This design comes from an exercise in tuning for small area on the open sky130 flow, not from production work.
In this exercise RTL edits were held to simulation tests only and were not proved equivalent to the original.

==> flow/design.v (excerpt) <==
module IG(
	clk,
	rst,
	mode_w,
	datain,
	dataout,
	DCT_out,
	IDCT_out,
	state
);
For scale: roughly 7100 cells after synthesis, roughly 2100 flip-flops.
Settings: LEC_CHECK=0, CAP_MARGIN=20, CORE_MARGIN=2, CORE_UTILIZATION=45, CTS_BUF_LIST=sky130_fd_sc_hd__clkbuf_8, CTS_CLUSTER_SIZE=30, SLEW_MARGIN=20; clock period 10.0 ns.
run.sh (not shown) runs the stock make flow with config.mk's settings and CLKGATE_MAP_FILE= SYNTH_SCRIPT=/design/flow/synth_recipe.tcl, a recipe that flattens the netlist after the stock synthesis.
Edit:
Settings changed: CORE_UTILIZATION 45 to 30, CTS_BUF_LIST sky130_fd_sc_hd__clkbuf_8 to not set, CTS_CLUSTER_SIZE 30 to not set.
The new run produced a clean layout.
Via count is lower by 0.68%.
Global-route usage went down by 7.2 points.
Clock skew shrinks by 0.0074 ns.
Worst setup slack improved by 0.51 ns.

---

run 1:
IG, a different RTL version from the one above (not shown whole).
clock: 10.0 ns
lec_check: 0
cap_margin: 20
core_margin: 2
core_utilization: 45
cts_buf_list: sky130_fd_sc_hd__clkbuf_16
cts_cluster_diameter: 80
cts_cluster_size: 25
gpl_timing_driven: 0
place_density: 0.7
slew_margin: 20
Run 1 was carried through to the last stage, and its layout satisfied the timing, design-rule and antenna checks.
The inputs of run 2 differ from those of run 1 as listed below.
Settings: clearing PLACE_DENSITY, which used to be 0.7; swapping 80 for 100 in CTS_CLUSTER_DIAMETER; clearing GPL_TIMING_DRIVEN, which used to be 0.
==> notes.md <==
Critical path's largest stage delay ends up higher on run 1. For run 1, the worst setup path endpoint was IDCT_out[6], unlike run 2, where it was DCT_out[8]. Summary of run 2 over run 1: final wirelength fell about 17%; final period demand of the worst path dropped 330 ps; post-route cell area moved down; smallest setup slack after layout rose by 330 ps.
Input changes introduced in run 3 (baseline for comparison: run 2):
Settings: changing CTS_CLUSTER_DIAMETER from 100 to 60; changing CTS_CLUSTER_SIZE from 25 to 30.
==> notes.md <==
- Detailed-routing wirelength on met1 (run 3 vs. run 2) increases slightly
- Per the comparison of run 3 with run 2, pin slew with the least headroom to its limit up 45 ps; setup slack dropped 120 ps; total via count after detailed routing has increased.
- Final hold slack, run 3 and run 2, higher one = run 3.
- On sequential cell area in the final layout, run 3 and run 2 are neck and neck.
- Between run 3 and run 2, it is run 3 whose fraction of area in registers is lower, by 1.1 points.
- [compare] base=run 2 new=run 3: global-route total usage across every layer closely matched the old numbers, signed area change from the synthesized netlist to the final layout picked up an extra 2.3 points, total routed wirelength stayed essentially flat.
### run 3 -> run 4
Settings: CTS_CLUSTER_SIZE changed from 30 to 27; CORE_UTILIZATION changed from 45 to 55; CTS_CLUSTER_DIAMETER changed from 60 to 100.
==> comparison <==
Run 4 vs. run 3: via count of the first global-routing pass fell about 1.6%; register-to-register slack picked up an extra 70 ps; setup slack now sits higher; final worst hold slack lost 31 ps.
Comparing run 4 and run 3, total cell area at the placement stage is lower on run 4.

---

## AL
IG again, from the RTL that the note above started with.
make LEC_CHECK=0 CAP_MARGIN=20 CORE_MARGIN=2 CORE_UTILIZATION=45 CTS_BUF_LIST=sky130_fd_sc_hd__clkbuf_16 CTS_CLUSTER_DIAMETER=100 CTS_CLUSTER_SIZE=27 SLEW_MARGIN=20 finish   # period 10.0 ns
Both conditions hold for AL: the flow ran to the end and the final layout passed the timing, design-rule and antenna checks.
[inputs] MS vs AL
diff --git a/flow/config.mk b/flow/config.mk
--- a/flow/config.mk
+++ b/flow/config.mk
@@ -8 +8 @@
-export CAP_MARGIN = 20
+export CAP_MARGIN = 10
@@ -13,2 +13,2 @@
-export CTS_CLUSTER_SIZE = 27
-export SLEW_MARGIN = 20
+export CTS_CLUSTER_SIZE = 25
+export SLEW_MARGIN = 10
--- outcome ---
From AL to MS, number of signal-net buffers in the layout did not move at all. Diff AL -> MS: number of nets in the layout has remained practically unchanged; smallest setup slack after layout has increased; via count has remained practically unchanged. In MS relative to AL, detailed-route wire length per cell had gone up slightly. MS ends up with higher final design utilization than AL does.

---

== main ==
IG, a different RTL version from the one above (not shown whole).
Size in the first run: about 6000 cells after synthesis, about 2000 flip-flops, about 73 I/O pins, about 0.078 mm² of cells after synthesis.
Settings: LEC_CHECK=0, CAP_MARGIN=20, CORE_MARGIN=2, CORE_UTILIZATION=45, CTS_BUF_LIST=sky130_fd_sc_hd__clkbuf_16, CTS_CLUSTER_DIAMETER=100, CTS_CLUSTER_SIZE=27, SLEW_MARGIN=20; clock period 10.0 ns.
Setup changes, main to the feature branch
Settings: CTS_CLUSTER_SIZE now 28, was 27.
Against main, maximum frequency in the feature branch fell slightly. Looking at part of the cycle the worst path needs across main and the feature branch, the one that comes out higher is the feature branch. Of main and the feature branch, the feature branch shows the lower actual transition at the worst max-transition pin, with main above it. main and the feature branch ended up with roughly the same total number of nets in the final design. On wire length of the first global-routing pass, main and the feature branch are neck and neck. On clock distribution area overhead in the final layout, the feature branch tracks main almost exactly.

## what the ideal ports hide
How much do the figures lean on ideal ports? The routed layouts below were timed once more, with nothing changed but the port constraints. Step 1, drivers: a clkbuf_16 drives clk and a buf_2 each remaining input, both assumed. Step 2 adds t to the input delays and takes it off the output delays; t is the mean of the earliest and latest rising clock arrival at the registers after step 1. Input paths then give back, and output paths get back, about the clock's delay inside the block. Slacks: no drivers / after step 1 / after step 2; pairs: no drivers / after step 1.
run	shift t [ns]	setup WS [ns]	slew at the worst register clock pin (ns)	worst data-port slew with drivers (ns)
the first run of note 1	1.049	1.196 / 1.118 / 1.271	0.07 / 0.07	0.05
the second run of note 1	0.914	1.704 / 1.704 / 1.704	0.07 / 0.07	0.05
run 1	0.832	0.185 / 0.109 / 0.428	0.11 / 0.11	0.07
run 2	0.834	0.518 / 0.432 / 1.188	0.11 / 0.11	0.07
run 3	0.867	0.398 / 0.314 / 1.181	0.10 / 0.10	0.07
run 4	0.819	0.464 / 0.384 / 1.203	0.11 / 0.11	0.05
AL	0.821	0.444 / 0.361 / 1.182	0.12 / 0.12	0.07
MS	0.834	0.518 / 0.432 / 1.188	0.11 / 0.11	0.07
main	0.806	0.396 / 0.312 / 1.011	0.12 / 0.12	0.07
the feature branch	0.808	0.284 / 0.201 / 1.009	0.12 / 0.12	0.07
After both steps setup and hold are still met in every run listed.
